Context: an optimization exercise on an open-source flow, tuned for a short achievable clock period and few clock cycles. The choices shown serve that exercise and are no tape-out recipe.
At most, simulation tests tie the RTL to the original design; equivalence was not proved.
The RTL of run 1 was laid out without a check of its function.

==> flow/design.v, too long to show whole: its modules and the start of the top module <==
// module sirv_gnrl_dfflr_init: 20 lines
// module sirv_gnrl_dfflrs: 19 lines
// module sirv_gnrl_dfflr: 19 lines
// module sirv_gnrl_dffl: 16 lines
// module sirv_gnrl_dffrs: 18 lines
// module sirv_gnrl_dffr: 18 lines
// module sirv_gnrl_ltch: 15 lines
// module booth_mul33: 1168 lines
// module div_fast: 3258 lines
// module e203_muldiv_top: 145 lines
module e203_muldiv_top (
  input         clk,
  input         rst_n,
  input         i_valid,
  output        i_ready,
  input  [2:0]  i_op,      
  input  [31:0] i_rs1,
  input  [31:0] i_rs2,
  output        o_valid,
  input         o_ready,
  output [31:0] o_wdat
);
  // ...
==> flow/run.sh <==
#!/bin/bash
# synth_recipe.tcl (not shown) runs the flow's synth.tcl, then flattens the netlist and writes it again
# the make line also repeats each setting of config.mk as NAME=value (left out here)
make -C /OpenROAD-flow-scripts/flow DESIGN_CONFIG=/design/flow/config.mk WORK_HOME=/design/flow/orfs CLKGATE_MAP_FILE= SYNTH_SCRIPT=/design/flow/synth_recipe.tcl finish
==> flow/config.mk <==
export PLATFORM = sky130hd
export DESIGN_NAME = e203_muldiv_top
export DESIGN_NICKNAME = e203_muldiv_top
export VERILOG_FILES = /design/flow/design.v
export SDC_FILE = /design/flow/constraint.sdc
export NUM_CORES = 4
export LEC_CHECK = 0
export CAP_MARGIN = 20
export CORE_MARGIN = 2
export CORE_UTILIZATION = 40
export PLACE_DENSITY = 0.6
export SETUP_SLACK_MARGIN = 3
export SLEW_MARGIN = 20
==> flow/constraint.sdc <==
create_clock -name core_clock -period 12.0 [get_ports {clk}]
set_input_delay 2.4000 -clock core_clock [delete_from_list [all_inputs] [get_ports {clk}]]
set_output_delay 2.4000 -clock core_clock [all_outputs]
set_load 0.01 [all_outputs]
==> impl_results.md, run 1 <==
* Outcome: stopped before the end
* Ys Warns at 1
* #FFs+latches synth at approximately 360
* Stop stage: global routing (5_1_grt)
* Post-synth top area share at about 22%
* Syn_area_per_cell at 7.96 µm²
* Initial Util at about 40%
* Die span in y at ~730 µm
* Compound-cell area share of the yosys netlist at between 20% and 30%
* Pin count of the biggest net entering global routing at approximately 130
* Async SR Flop Fraction at less than 1%
* Adder-cell share of the synthesized area at about 36%
* Synth Area in Simple Gates at a little over an eighth
* Post-DP HPWL at ~1400000 µm
* Error message: [ERROR GRT-0116] Global routing finished with congestion. Check the congestion regions in the DRC Viewer.
* Cell taking the most area after synthesis: ha_1
* Synth area leaders: ha_1 (22%), fa_1 (14%), xnor2_1 (7.8%)
* Top cells by count, synth: ha_1 (3660), inv_1 (3066), a21oi_1 (1930)
* EDFF count, synth at approximately 330
* I/O pin count at ~110
* Post-synth cell types at 121
* Die Wd at 726 µm
* # clock sinks at 356
* Row cnt at roughly 270
* Post-CTS sizing at approximately 960
* Post-Synth XOR/XNOR Area at between 10% and 20%
* Root Driver: clkbuf_16
* CTS HTree Levels at 2
* Placer Congestion at around 1.3
* CTS Buffer Depth at 3
* Post-synthesis sequential area ratio at between 5 and 6%
* Gate Count Post-Synth at between 20000 and 30000
* Inst Count DP at roughly 43000
* Port Buffers at between 100 and 150
* Total CTS buffers at 45
==> module e203_muldiv_top, before the edit <==
module e203_muldiv_top (
  input         clk,
  input         rst_n,
  input         i_valid,
  output        i_ready,
  input  [2:0]  i_op,      
  input  [31:0] i_rs1,
  input  [31:0] i_rs2,
  output        o_valid,
  input         o_ready,
  output [31:0] o_wdat
);
  localparam SK   = 4;                     
  localparam SC   = 2;                     
  localparam SW   = SK * SC;               
  localparam NWIN = (32 + SW - 1) / SW;    
  localparam DW   = NWIN * SW;             
  localparam NM   = (1 << SK) - 1;         
  wire is_div = i_op[2];
  wire is_rem = i_op[1];
  wire mul_sa = (i_op[1:0] != 2'b11);
  wire mul_sb = ~i_op[1];
  wire [65:0] prod;
  booth_mul33 u_mul (
    .x ({mul_sa & i_rs1[31], i_rs1}),
    .y ({mul_sb & i_rs2[31], i_rs2}),
    .p (prod)
  );
  wire div_s  = ~i_op[0];
  wire sa     = div_s & i_rs1[31];
  wire sb     = div_s & i_rs2[31];
  wire sq     = sa ^ sb;
  wire b_zero = (i_rs2 == 32'd0);
  wire        f_big;
  wire [31:0] f_q;
  wire [31:0] f_r;
  div_fast u_fast (
    .a   (i_rs1),
    .b   (i_rs2),
    .sgn (div_s),
    .big (f_big),
    .q   (f_q),
    .r   (f_r)
  );
  wire fast_ok = b_zero | ~f_big;
  wire [31:0] am = sa ? (32'd0 - i_rs1) : i_rs1;
  wire [31:0] bm = sb ? (32'd0 - i_rs2) : i_rs2;
  reg  [NWIN-1:0] win_need;
  reg  [3:0]      start_w;
  reg  [31:0]     start_p;    
  reg  [DW-1:0]   start_d;    
  integer w;
  always @* begin
    win_need = {NWIN{1'b0}};
    for (w = 1; w < NWIN; w = w + 1)
      win_need[w] = ((am >> (SW * w)) >= bm);
    start_w = 4'd0;
    for (w = 1; w < NWIN; w = w + 1)
      if (win_need[w]) start_w = w;
    start_p = 32'd0;
    start_d = {DW{1'b0}};
    for (w = 0; w < NWIN; w = w + 1)
      if (start_w == w) begin
        start_p = ({{DW{1'b0}}, am} >> (SW * (w + 1)));
        start_d = ({{DW{1'b0}}, am} << (DW - SW * (w + 1)));
      end
  end
  reg            busy;
  reg [3:0]      s_w;
  reg [31:0]     s_p;
  reg [DW-1:0]   s_d;
  reg [31:0]     s_q;
  reg [(32+SK)*NM-1:0] s_mul;    
  reg [(32+SK)*NM-1:0] mul_nxt;
  integer jm;
  always @* begin
    for (jm = 1; jm <= NM; jm = jm + 1)
      mul_nxt[(32+SK)*(jm-1) +: (32+SK)] = jm * {{SK{1'b0}}, bm};
  end
  reg [31:0]   n_p;
  reg [DW-1:0] n_d;
  reg [31:0]   n_q;
  reg [31+SK:0] pp;
  reg [32+SK:0] df;
  reg [SK-1:0]  dig;
  reg [31:0]    rem;
  integer c, j;
  always @* begin
    n_p = s_p;
    n_d = s_d;
    n_q = s_q;
    for (c = 0; c < SC; c = c + 1) begin
      pp  = {n_p, n_d[DW-1 -: SK]};
      n_d = n_d << SK;
      dig = {SK{1'b0}};
      rem = pp[31:0];
      for (j = 1; j <= NM; j = j + 1) begin
        df = {1'b0, pp} - {1'b0, s_mul[(32+SK)*(j-1) +: (32+SK)]};
        if (!df[32+SK]) begin
          dig = j;
          rem = df[31:0];
        end
      end
      n_p = rem;
      n_q = {n_q[31-SK:0], dig};
    end
  end
  wire last = (s_w == 4'd0);
  wire [31:0] sres = is_rem ? (sa ? (32'd0 - n_p) : n_p)
                            : (sq ? (32'd0 - n_q) : n_q);
  always @(posedge clk or negedge rst_n) begin
    if (!rst_n) busy <= 1'b0;
    else if (~i_valid) busy <= 1'b0;
    else if (~busy) busy <= is_div & ~fast_ok;
    else if (last & o_ready) busy <= 1'b0;
  end
  always @(posedge clk) begin
    if (~busy) begin
      s_w   <= start_w;
      s_p   <= start_p;
      s_d   <= start_d;
      s_q   <= 32'd0;
      s_mul <= mul_nxt;
    end else if (~last) begin
      s_w   <= s_w - 4'd1;
      s_p   <= n_p;
      s_d   <= n_d;
      s_q   <= n_q;
    end
  end
  assign o_valid = i_valid & (busy ? last : (~is_div | fast_ok));
  assign i_ready = o_valid & o_ready;
  wire en_slow = busy;
  wire en_lo   = ~busy & ~is_div & (i_op[1:0] == 2'b00);
  wire en_hi   = ~busy & ~is_div & (i_op[1:0] != 2'b00);
  wire en_r    = ~busy & is_div & ~b_zero & is_rem;
  wire en_q    = ~busy & is_div & ~b_zero & ~is_rem;
  wire en_z    = ~busy & is_div & b_zero;
  assign o_wdat = ({32{en_slow}} & sres)
                | ({32{en_lo}}   & prod[31:0])
                | ({32{en_hi}}   & prod[63:32])
                | ({32{en_r}}    & f_r)
                | ({32{en_q}}    & f_q)
                | ({32{en_z}}    & (is_rem ? i_rs1 : 32'hffffffff));
endmodule
==> run 2: changes to the inputs <==
--- a/flow/design.v
+++ b/flow/design.v
@@ -4460,118 +4460,132 @@
   wire [37:0] nv15 = n15_r0 + n15_r1;
   wire nz15 = ((n15_r0 ^ n15_r1) == {n15_r0[36:0] | n15_r1[36:0], 1'b0});
   wire nok15 = sa ? (nv15[37] | nz15) : ~nv15[37];
   wire [37:0] n16_r0 = {sa, sa, sa, sa, sa, sa, a[31], a[30], a[29], a[28], a[27], a[26], a[25], a[24], a[23], a[22], a[21], a[20], a[19], a[18], a[17], a[16], a[15], a[14], a[13], a[12], a[11], a[10], a[9], a[8], a[7], a[6], a[5], a[4], a[3], a[2], a[1], a[0]};
   wire [37:0] n16_r1 = {bx[32], bx[32], bx[31], bx[30], bx[29], bx[28], bx[27], bx[26], bx[25], bx[24], bx[23], bx[22], bx[21], bx[20], bx[19], bx[18], bx[17], bx[16], bx[15], bx[14], bx[13], bx[12], bx[11], bx[10], bx[9], bx[8], bx[7], bx[6], bx[5], bx[4], bx[3], bx[2], bx[1], bx[0], 1'b0, 1'b0, 1'b0, 1'b0};
   wire [37:0] nv16 = n16_r0 + n16_r1;
   wire nz16 = ((n16_r0 ^ n16_r1) == {n16_r0[36:0] | n16_r1[36:0], 1'b0});
   wire nok16 = sa ? (nv16[37] | nz16) : ~nv16[37];
-  wire [16:0] ok;
-  assign ok[0] = 1'b1;
-  assign ok[1] = sq ? nok1 : pok1;
-  assign ok[2] = sq ? nok2 : pok2;
-  assign ok[3] = sq ? nok3 : pok3;
-  assign ok[4] = sq ? nok4 : pok4;
-  assign ok[5] = sq ? nok5 : pok5;
-  assign ok[6] = sq ? nok6 : pok6;
-  assign ok[7] = sq ? nok7 : pok7;
-  assign ok[8] = sq ? nok8 : pok8;
-  assign ok[9] = sq ? nok9 : pok9;
-  assign ok[10] = sq ? nok10 : pok10;
-  assign ok[11] = sq ? nok11 : pok11;
-  assign ok[12] = sq ? nok12 : pok12;
-  assign ok[13] = sq ? nok13 : pok13;
-  assign ok[14] = sq ? nok14 : pok14;
-  assign ok[15] = sq ? nok15 : pok15;
-  assign ok[16] = sq ? nok16 : pok16;
-  assign big = ok[16];
-  wire [15:0] sel;
-  assign sel[0] = ~ok[1];
-  assign sel[1] = ok[1] & ~ok[2];
-  assign sel[2] = ok[2] & ~ok[3];
-  assign sel[3] = ok[3] & ~ok[4];
-  assign sel[4] = ok[4] & ~ok[5];
-  assign sel[5] = ok[5] & ~ok[6];
-  assign sel[6] = ok[6] & ~ok[7];
-  assign sel[7] = ok[7] & ~ok[8];
-  assign sel[8] = ok[8] & ~ok[9];
-  assign sel[9] = ok[9] & ~ok[10];
-  assign sel[10] = ok[10] & ~ok[11];
-  assign sel[11] = ok[11] & ~ok[12];
-  assign sel[12] = ok[12] & ~ok[13];
-  assign sel[13] = ok[13] & ~ok[14];
-  assign sel[14] = ok[14] & ~ok[15];
-  assign sel[15] = ok[15] & ~ok[16];
-  assign r = ({32{sel[0]}} & a)
-           | ({32{sel[1]}} & (sq ? nv1[31:0] : pv1[31:0]))
-           | ({32{sel[2]}} & (sq ? nv2[31:0] : pv2[31:0]))
-           | ({32{sel[3]}} & (sq ? nv3[31:0] : pv3[31:0]))
-           | ({32{sel[4]}} & (sq ? nv4[31:0] : pv4[31:0]))
-           | ({32{sel[5]}} & (sq ? nv5[31:0] : pv5[31:0]))
-           | ({32{sel[6]}} & (sq ? nv6[31:0] : pv6[31:0]))
-           | ({32{sel[7]}} & (sq ? nv7[31:0] : pv7[31:0]))
-           | ({32{sel[8]}} & (sq ? nv8[31:0] : pv8[31:0]))
-           | ({32{sel[9]}} & (sq ? nv9[31:0] : pv9[31:0]))
-           | ({32{sel[10]}} & (sq ? nv10[31:0] : pv10[31:0]))
-           | ({32{sel[11]}} & (sq ? nv11[31:0] : pv11[31:0]))
-           | ({32{sel[12]}} & (sq ? nv12[31:0] : pv12[31:0]))
-           | ({32{sel[13]}} & (sq ? nv13[31:0] : pv13[31:0]))
-           | ({32{sel[14]}} & (sq ? nv14[31:0] : pv14[31:0]))
-           | ({32{sel[15]}} & (sq ? nv15[31:0] : pv15[31:0]));
-  wire [31:0] qp = ({32{sel[1]}} & 32'd1)
-            | ({32{sel[2]}} & 32'd2)
-            | ({32{sel[3]}} & 32'd3)
-            | ({32{sel[4]}} & 32'd4)
-            | ({32{sel[5]}} & 32'd5)
-            | ({32{sel[6]}} & 32'd6)
-            | ({32{sel[7]}} & 32'd7)
-            | ({32{sel[8]}} & 32'd8)
-            | ({32{sel[9]}} & 32'd9)
-            | ({32{sel[10]}} & 32'd10)
-            | ({32{sel[11]}} & 32'd11)
-            | ({32{sel[12]}} & 32'd12)
-            | ({32{sel[13]}} & 32'd13)
-            | ({32{sel[14]}} & 32'd14)
-            | ({32{sel[15]}} & 32'd15);
-  wire [31:0] qn = ({32{sel[1]}} & 32'hffffffff)
-            | ({32{sel[2]}} & 32'hfffffffe)
-            | ({32{sel[3]}} & 32'hfffffffd)
-            | ({32{sel[4]}} & 32'hfffffffc)
-            | ({32{sel[5]}} & 32'hfffffffb)
-            | ({32{sel[6]}} & 32'hfffffffa)
-            | ({32{sel[7]}} & 32'hfffffff9)
-            | ({32{sel[8]}} & 32'hfffffff8)
-            | ({32{sel[9]}} & 32'hfffffff7)
-            | ({32{sel[10]}} & 32'hfffffff6)
-            | ({32{sel[11]}} & 32'hfffffff5)
-            | ({32{sel[12]}} & 32'hfffffff4)
-            | ({32{sel[13]}} & 32'hfffffff3)
-            | ({32{sel[14]}} & 32'hfffffff2)
-            | ({32{sel[15]}} & 32'hfffffff1);
+  wire [15:0] psel;
+  assign psel[0] = ~pok1;
+  assign psel[1] = pok1 & ~pok2;
+  assign psel[2] = pok2 & ~pok3;
+  assign psel[3] = pok3 & ~pok4;
+  assign psel[4] = pok4 & ~pok5;
+  assign psel[5] = pok5 & ~pok6;
+  assign psel[6] = pok6 & ~pok7;
+  assign psel[7] = pok7 & ~pok8;
+  assign psel[8] = pok8 & ~pok9;
+  assign psel[9] = pok9 & ~pok10;
+  assign psel[10] = pok10 & ~pok11;
+  assign psel[11] = pok11 & ~pok12;
+  assign psel[12] = pok12 & ~pok13;
+  assign psel[13] = pok13 & ~pok14;
+  assign psel[14] = pok14 & ~pok15;
+  assign psel[15] = pok15 & ~pok16;
+  wire [31:0] pr = ({32{psel[0]}} & a)
+            | ({32{psel[1]}} & pv1[31:0])
+            | ({32{psel[2]}} & pv2[31:0])
+            | ({32{psel[3]}} & pv3[31:0])
+            | ({32{psel[4]}} & pv4[31:0])
+            | ({32{psel[5]}} & pv5[31:0])
+            | ({32{psel[6]}} & pv6[31:0])
+            | ({32{psel[7]}} & pv7[31:0])
+            | ({32{psel[8]}} & pv8[31:0])
+            | ({32{psel[9]}} & pv9[31:0])
+            | ({32{psel[10]}} & pv10[31:0])
+            | ({32{psel[11]}} & pv11[31:0])
+            | ({32{psel[12]}} & pv12[31:0])
+            | ({32{psel[13]}} & pv13[31:0])
+            | ({32{psel[14]}} & pv14[31:0])
+            | ({32{psel[15]}} & pv15[31:0]);
+  wire [15:0] nsel;
+  assign nsel[0] = ~nok1;
+  assign nsel[1] = nok1 & ~nok2;
+  assign nsel[2] = nok2 & ~nok3;
+  assign nsel[3] = nok3 & ~nok4;
+  assign nsel[4] = nok4 & ~nok5;
+  assign nsel[5] = nok5 & ~nok6;
+  assign nsel[6] = nok6 & ~nok7;
+  assign nsel[7] = nok7 & ~nok8;
+  assign nsel[8] = nok8 & ~nok9;
+  assign nsel[9] = nok9 & ~nok10;
+  assign nsel[10] = nok10 & ~nok11;
+  assign nsel[11] = nok11 & ~nok12;
+  assign nsel[12] = nok12 & ~nok13;
+  assign nsel[13] = nok13 & ~nok14;
+  assign nsel[14] = nok14 & ~nok15;
+  assign nsel[15] = nok15 & ~nok16;
+  wire [31:0] nr = ({32{nsel[0]}} & a)
+            | ({32{nsel[1]}} & nv1[31:0])
+            | ({32{nsel[2]}} & nv2[31:0])
+            | ({32{nsel[3]}} & nv3[31:0])
+            | ({32{nsel[4]}} & nv4[31:0])
+            | ({32{nsel[5]}} & nv5[31:0])
+            | ({32{nsel[6]}} & nv6[31:0])
+            | ({32{nsel[7]}} & nv7[31:0])
+            | ({32{nsel[8]}} & nv8[31:0])
+            | ({32{nsel[9]}} & nv9[31:0])
+            | ({32{nsel[10]}} & nv10[31:0])
+            | ({32{nsel[11]}} & nv11[31:0])
+            | ({32{nsel[12]}} & nv12[31:0])
+            | ({32{nsel[13]}} & nv13[31:0])
+            | ({32{nsel[14]}} & nv14[31:0])
+            | ({32{nsel[15]}} & nv15[31:0]);
+  assign big = sq ? nok16 : pok16;
+  assign r = sq ? nr : pr;
+  wire [31:0] qp = ({32{psel[1]}} & 32'd1)
+            | ({32{psel[2]}} & 32'd2)
+            | ({32{psel[3]}} & 32'd3)
+            | ({32{psel[4]}} & 32'd4)
+            | ({32{psel[5]}} & 32'd5)
+            | ({32{psel[6]}} & 32'd6)
+            | ({32{psel[7]}} & 32'd7)
+            | ({32{psel[8]}} & 32'd8)
+            | ({32{psel[9]}} & 32'd9)
+            | ({32{psel[10]}} & 32'd10)
+            | ({32{psel[11]}} & 32'd11)
+            | ({32{psel[12]}} & 32'd12)
+            | ({32{psel[13]}} & 32'd13)
+            | ({32{psel[14]}} & 32'd14)
+            | ({32{psel[15]}} & 32'd15);
+  wire [31:0] qn = ({32{nsel[1]}} & 32'hffffffff)
+            | ({32{nsel[2]}} & 32'hfffffffe)
+            | ({32{nsel[3]}} & 32'hfffffffd)
+            | ({32{nsel[4]}} & 32'hfffffffc)
+            | ({32{nsel[5]}} & 32'hfffffffb)
+            | ({32{nsel[6]}} & 32'hfffffffa)
+            | ({32{nsel[7]}} & 32'hfffffff9)
+            | ({32{nsel[8]}} & 32'hfffffff8)
+            | ({32{nsel[9]}} & 32'hfffffff7)
+            | ({32{nsel[10]}} & 32'hfffffff6)
+            | ({32{nsel[11]}} & 32'hfffffff5)
+            | ({32{nsel[12]}} & 32'hfffffff4)
+            | ({32{nsel[13]}} & 32'hfffffff3)
+            | ({32{nsel[14]}} & 32'hfffffff2)
+            | ({32{nsel[15]}} & 32'hfffffff1);
   assign q = sq ? qn : qp;
 endmodule
 module e203_muldiv_top (
   input         clk,
   input         rst_n,
   input         i_valid,
   output        i_ready,
   input  [2:0]  i_op,      
   input  [31:0] i_rs1,
   input  [31:0] i_rs2,
   output        o_valid,
   input         o_ready,
   output [31:0] o_wdat
 );
-  localparam SK   = 4;                     
-  localparam SC   = 2;                     
-  localparam SW   = SK * SC;               
-  localparam NWIN = (32 + SW - 1) / SW;    
-  localparam DW   = NWIN * SW;             
-  localparam NM   = (1 << SK) - 1;         
+  localparam DG   = 3;                     
+  localparam WB   = 2 * DG;                
+  localparam NWIN = (32 + WB - 1) / WB;    
+  localparam DW   = NWIN * WB;             
   wire is_div = i_op[2];
   wire is_rem = i_op[1];
   wire mul_sa = (i_op[1:0] != 2'b11);
   wire mul_sb = ~i_op[1];
   wire [65:0] prod;
   booth_mul33 u_mul (
     .x ({mul_sa & i_rs1[31], i_rs1}),
     .y ({mul_sb & i_rs2[31], i_rs2}),
@@ -4592,105 +4606,175 @@
     .big (f_big),
     .q   (f_q),
     .r   (f_r)
   );
   wire fast_ok = b_zero | ~f_big;
   wire [31:0] am = sa ? (32'd0 - i_rs1) : i_rs1;
   wire [31:0] bm = sb ? (32'd0 - i_rs2) : i_rs2;
   reg  [NWIN-1:0] win_need;
-  reg  [3:0]      start_w;
-  reg  [31:0]     start_p;    
-  reg  [DW-1:0]   start_d;    
+  reg  [2:0]      start_w;
+  reg  [31:0]     start_p;
+  reg  [DW-1:0]   start_d;
   integer w;
   always @* begin
     win_need = {NWIN{1'b0}};
     for (w = 1; w < NWIN; w = w + 1)
-      win_need[w] = ((am >> (SW * w)) >= bm);
-    start_w = 4'd0;
+      win_need[w] = ((am >> (WB * w)) >= bm);
+    start_w = 3'd0;
     for (w = 1; w < NWIN; w = w + 1)
       if (win_need[w]) start_w = w;
     start_p = 32'd0;
     start_d = {DW{1'b0}};
     for (w = 0; w < NWIN; w = w + 1)
       if (start_w == w) begin
-        start_p = ({{DW{1'b0}}, am} >> (SW * (w + 1)));
-        start_d = ({{DW{1'b0}}, am} << (DW - SW * (w + 1)));
+        start_p = ({{DW{1'b0}}, am} >> (WB * (w + 1)));
+        start_d = ({{DW{1'b0}}, am} << (DW - WB * (w + 1)));
       end
   end
-  reg            busy;
-  reg [3:0]      s_w;
-  reg [31:0]     s_p;
-  reg [DW-1:0]   s_d;
-  reg [31:0]     s_q;
-  reg [(32+SK)*NM-1:0] s_mul;    
-  reg [(32+SK)*NM-1:0] mul_nxt;
-  integer jm;
-  always @* begin
-    for (jm = 1; jm <= NM; jm = jm + 1)
-      mul_nxt[(32+SK)*(jm-1) +: (32+SK)] = jm * {{SK{1'b0}}, bm};
-  end
-  reg [31:0]   n_p;
-  reg [DW-1:0] n_d;
-  reg [31:0]   n_q;
-  reg [31+SK:0] pp;
-  reg [32+SK:0] df;
-  reg [SK-1:0]  dig;
-  reg [31:0]    rem;
-  integer c, j;
-  always @* begin
-    n_p = s_p;
-    n_d = s_d;
-    n_q = s_q;
-    for (c = 0; c < SC; c = c + 1) begin
-      pp  = {n_p, n_d[DW-1 -: SK]};
-      n_d = n_d << SK;
-      dig = {SK{1'b0}};
-      rem = pp[31:0];
-      for (j = 1; j <= NM; j = j + 1) begin
-        df = {1'b0, pp} - {1'b0, s_mul[(32+SK)*(j-1) +: (32+SK)]};
-        if (!df[32+SK]) begin
-          dig = j;
-          rem = df[31:0];
-        end
-      end
-      n_p = rem;
-      n_q = {n_q[31-SK:0], dig};
-    end
-  end
-  wire last = (s_w == 4'd0);
-  wire [31:0] sres = is_rem ? (sa ? (32'd0 - n_p) : n_p)
-                            : (sq ? (32'd0 - n_q) : n_q);
+  reg           busy;
+  reg [2:0]     s_w;
+  reg [31:0]    s_p;     
+  reg [DW-1:0]  s_d;     
+  reg [31:0]    s_q;     
+  reg [31:0]    s_b1;    
+  reg [33:0]    s_b3;    
+  wire [31:0]   n_p;
+  wire [DW-1:0] n_d;
+  wire [31:0]   n_q;
+  div_slow_step #(.DG(DG), .DW(DW)) u_step (
+    .p   (s_p),
+    .d   (s_d),
+    .q   (s_q),
+    .b1  (s_b1),
+    .b3  (s_b3),
+    .n_p (n_p),
+    .n_d (n_d),
+    .n_q (n_q)
+  );
+  reg  done;
+  wire last = (s_w == 3'd0);
+  wire [31:0] sres = is_rem ? (sa ? (32'd0 - s_p) : s_p)
+                            : (sq ? (32'd0 - s_q) : s_q);
   always @(posedge clk or negedge rst_n) begin
-    if (!rst_n) busy <= 1'b0;
-    else if (~i_valid) busy <= 1'b0;
-    else if (~busy) busy <= is_div & ~fast_ok;
-    else if (last & o_ready) busy <= 1'b0;
+    if (!rst_n) begin
+      busy <= 1'b0;
+      done <= 1'b0;
+    end else if (~i_valid) begin
+      busy <= 1'b0;
+      done <= 1'b0;
+    end else if (~busy) begin
+      busy <= is_div & ~fast_ok;
+      done <= 1'b0;
+    end else if (~done) begin
+      done <= last;
+    end else if (o_ready) begin
+      busy <= 1'b0;
+      done <= 1'b0;
+    end
   end
   always @(posedge clk) begin
     if (~busy) begin
-      s_w   <= start_w;
-      s_p   <= start_p;
-      s_d   <= start_d;
-      s_q   <= 32'd0;
-      s_mul <= mul_nxt;
-    end else if (~last) begin
-      s_w   <= s_w - 4'd1;
-      s_p   <= n_p;
-      s_d   <= n_d;
-      s_q   <= n_q;
+      s_w  <= start_w;
+      s_p  <= start_p;
+      s_d  <= start_d;
+      s_q  <= 32'd0;
+      s_b1 <= bm;
+      s_b3 <= {2'b00, bm} + {1'b0, bm, 1'b0};
+    end else if (~done) begin
+      s_w  <= s_w - 3'd1;
+      s_p  <= n_p;
+      s_d  <= n_d;
+      s_q  <= n_q;
+    end
+  end
+  out_sel u_out (
+    .busy    (busy),
+    .done    (done),
+    .i_valid (i_valid),
+    .o_ready (o_ready),
+    .i_op    (i_op),
+    .b_zero  (b_zero),
+    .f_big   (f_big),
+    .sres    (sres),
+    .prod    (prod[63:0]),
+    .f_q     (f_q),
+    .f_r     (f_r),
+    .a       (i_rs1),
+    .o_valid (o_valid),
+    .i_ready (i_ready),
+    .o_wdat  (o_wdat)
+  );
+endmodule
+module div_slow_step #(
+  parameter DG = 3,
+  parameter DW = 36
+) (
+  input      [31:0]   p,
+  input      [DW-1:0] d,
+  input      [31:0]   q,
+  input      [31:0]   b1,
+  input      [33:0]   b3,
+  output reg [31:0]   n_p,
+  output reg [DW-1:0] n_d,
+  output reg [31:0]   n_q
+);
+  wire [33:0] m1 = {2'b00, b1};
+  wire [33:0] m2 = {1'b0, b1, 1'b0};
+  reg  [33:0] pp;
+  reg  [34:0] d1, d2, d3;
+  integer c;
+  always @* begin
+    n_p = p;
+    n_d = d;
+    n_q = q;
+    for (c = 0; c < DG; c = c + 1) begin
+      pp  = {n_p, n_d[DW-1 -: 2]};
+      n_d = n_d << 2;
+      d1 = {1'b0, pp} - {1'b0, m1};
+      d2 = {1'b0, pp} - {1'b0, m2};
+      d3 = {1'b0, pp} - {1'b0, b3};
+      if (!d3[34]) begin
+        n_p = d3[31:0]; n_q = {n_q[29:0], 2'd3};
+      end else if (!d2[34]) begin
+        n_p = d2[31:0]; n_q = {n_q[29:0], 2'd2};
+      end else if (!d1[34]) begin
+        n_p = d1[31:0]; n_q = {n_q[29:0], 2'd1};
+      end else begin
+        n_p = pp[31:0]; n_q = {n_q[29:0], 2'd0};
+      end
     end
   end
-  assign o_valid = i_valid & (busy ? last : (~is_div | fast_ok));
+endmodule
+module out_sel (
+  input         busy,
+  input         done,
+  input         i_valid,
+  input         o_ready,
+  input  [2:0]  i_op,
+  input         b_zero,
+  input         f_big,
+  input  [31:0] sres,
+  input  [63:0] prod,
+  input  [31:0] f_q,
+  input  [31:0] f_r,
+  input  [31:0] a,
+  output        o_valid,
+  output        i_ready,
+  output [31:0] o_wdat
+);
+  wire is_div = i_op[2];
+  wire is_rem = i_op[1];
+  assign o_valid = i_valid & (busy ? done : (~is_div | b_zero | ~f_big));
   assign i_ready = o_valid & o_ready;
   wire en_slow = busy;
   wire en_lo   = ~busy & ~is_div & (i_op[1:0] == 2'b00);
   wire en_hi   = ~busy & ~is_div & (i_op[1:0] != 2'b00);
   wire en_r    = ~busy & is_div & ~b_zero & is_rem;
   wire en_q    = ~busy & is_div & ~b_zero & ~is_rem;
   wire en_z    = ~busy & is_div & b_zero;
   assign o_wdat = ({32{en_slow}} & sres)
                 | ({32{en_lo}}   & prod[31:0])
                 | ({32{en_hi}}   & prod[63:32])
                 | ({32{en_r}}    & f_r)
                 | ({32{en_q}}    & f_q)
-                | ({32{en_z}}    & (is_rem ? i_rs1 : 32'hffffffff));
+                | ({32{en_z}}    & (is_rem ? a : 32'hffffffff));
 endmodule
==> flow/config.mk (replaced) <==
export PLATFORM = sky130hd
export DESIGN_NAME = e203_muldiv_top
export DESIGN_NICKNAME = e203_muldiv_top
export VERILOG_FILES = /design/flow/design.v
export SDC_FILE = /design/flow/constraint.sdc
export NUM_CORES = 4
export LEC_CHECK = 0
export CAP_MARGIN = 20
export CORE_MARGIN = 2
export CORE_UTILIZATION = 35
export PLACE_DENSITY = 0.6
export SETUP_SLACK_MARGIN = 3
export SLEW_MARGIN = 20
export SYNTH_HIERARCHICAL = 1
export SYNTH_MINIMUM_KEEP_SIZE = 0
==> impl_results.md, run 2 <==
* Outcome: failed layout checks (was stopped before the end)
* Violated checks: negative setup slack
* Grt ovf at 0
* Avg WL per Cell at between 30 and 40 µm
* Pin count of the biggest net entering global routing at 90
* Hold Vio Cnt, Final at 0
* Hold Startpoint: s_d[0]
* Worst path bufs/invs at 11
* Via Count at approximately 190k
* Final setup violation count at 6
* Root Driver: clkbuf_16 (unchanged)
* Top reg by flops: s_d
* Rel. slew slack at 8.65%
* Slew @ Worst Pin at about 1.4 ns
* RSZ-0062 raised after global routing: yes
* Final WS setup at -0.0841 ns
* WS Path Type: input pin to output pin
* CTS HTree Levels at 4 (was 2)
* Critical Path RT at between 9 and 10 ns
* Final Skew at approximately 0.02 ns
* Crit-path slowest cell: fa_2
* Row cnt at 251 (was 265)
* Top flop regs: s_d: 36 flops, s_b3: 34 flops
* Min-delay worst type: flip-flop to flip-flop
* Total CTS buffers at 17 (was 45)
* Max reg flops at 36
* FF-to-FF Start: s_b3[0]
* Crit path capture type: output pin
* Vias in the first global route at around 180k
* Most frequent cells in the layout: buf_4 (4947), ha_1 (2609), inv_1 (2468), xnor2_1 (1509), a21oi_1 (1225)
* Worst R2R End: s_p[1]
* CTS Buffer Depth at 2 (was 3)
* Post-route setup TNS at -0.271 ns
* I/O pin count at 105 (unchanged)
* Pre-CTS WS at -1.86 ns (was -3.80 ns)
* Core ar. at 0.466 mm²
* Fmax at 0.0828 GHz
* Layout cells sized above 1 at around 28%
* Crit Path Max Fanout at 4
* DRC viols at 0
* Antenna viol nets, final at 0
* Die span in y at 688 µm (was 726 µm)
* Syn Std Cell Area at 0.164 mm² (was 0.209 mm²)
* Hold_ws at approximately 0.53 ns
* Commonest non-fill, non-tap cell in the layout: buf_4
* Drt pass-1 iters at 8
* CTS Hold Bufs at 0 (unchanged)
* Initial Util at 35.1% (was 40.1%)
* Gr usage total at 48.5%
* Die area at about 0.47 mm²
* Syn-to-layout area delta at 36.2%
* Worst setup path startpoint: i_rs2[26]
* Final worst path period share at 101%
* Final Util at around 48%
* Syn_area_per_cell at 8.01 µm² (was 7.96 µm²)
* CP top delay family: simple AND/OR/NAND/NOR gates
* First-pass GRT wire length at about 1600000 µm
* Port Buffers at 104 (unchanged)
* Placer Congestion at 1.17 (was 1.29)
* FF-to-FF path depth at 43
* WHS Path Cells at 2
* Max-cap violation count at 0
* WP data arrival at roughly 9.7 ns
* Nets at about 29000
* Tmin final at around 12 ns
* TritonCTS clock tree: built
* Gate Count Post-Synth at 20400 (was 26200)
* Ys Warns at 8 (was 1)
* Post-DP HPWL at 1040000 µm (was 1410000 µm)
* Initial antenna violation count at 150
* Pins Over Slew Limit at 0
* Clock latency on the worst-skew pair at around 0.5 ns
* Hold worst-path end: s_d[6]
* # clock sinks at 170 (was 356)
* Die Wd at 688 µm (was 726 µm)
* Worst setup SP type: input pin
* Clk slew on worst S/H paths at ~0.08 ns
* Detailed Route Iter0 Violations at approximately 25000
* Vias per cell at about 6.0
* FF-to-FF setup slack at ~2.2 ns
* Largest stage delay on the critical path at 0.63 ns
* Drt total wl at roughly 1200000 µm
run 2: cell type report:
type	count	area [µm²]
flip-flops and latches	170	4780
inverters	2593	9950
diodes	74	185
well taps	6198	7750
clock inverters	15	151
multi-input cells	16600	151000
clock buffers	17	425
repair buffers	5568	47900
fillers	46300	244000
run 2: how the worst max path moves through the flow:
stage                 endpoint  slack [ns]  depth (start not counted)
CTS                 o_wdat[31]        0.21                         28
global placement    o_wdat[24]       -2.05                         35
detailed placement  o_wdat[24]       -1.86                         35
floorplan           o_wdat[26]        1.15                         28
finish              o_wdat[31]       -0.08                         29
global route        o_wdat[21]       -0.04                         31
run 2: repair_timing:
item	CTS	global route
cloned	2	13
resized for setup	718	736
pin swaps	209	264
endpoints found under the setup margin	76	93
buffers inserted	102	218
run 2: per-layer routing:
layer / global-route usage, % / wire (µm)
met1: 60.8 / 464000
met2: 69.1 / 478000
met3: 13.2 / 130000
met4: 40.0 / 124000
met5: 0.388 / 705
run 2: tightest hold or removal path, delay by kind of cell, from the launching register on:
family,cells,cell delay [ns]
AND/OR/NAND/NOR,1,0.05
AO/OA/AOI/OAI,1,0.06
flip-flops,1,0.32
run 2: through the flow:
step                      std cells  cell area (µm²)
after CTS                     30900           217000
final                         31200           223000
after global routing          31100           222000
after detailed placement      30700           212000
after floorplan               20400           166000
after global placement        30700           212000
Testbench counts of run 2, summed over its fixed seeds: cycles 3,607.

==> separate check: timing with driven ports <==
Ports are ideal in the flow. The routed layout listed here was re-timed in OpenROAD. Step 1 assumes that a clkbuf_16 drives the clock port and a buf_2 every other input. Step 2, shift: input delay + t, output delay - t, t = (earliest + latest rising clock arrival at the registers) / 2. This alone moves slack from input paths to output paths. a / b / c = ideal / step 1 / step 2; a / b = the first two.
run: run 2
t, ns: 0.555
setup slack, ns: -0.084 / -0.215 / -0.215
worst setup path at the end: input to output
worst slew at a driven data input, ns: 0.24
pins driven straight from the clock port: 1
The setup slack of run 2 moves by -0.131 ns with the drivers and by -0.131 ns with both steps.
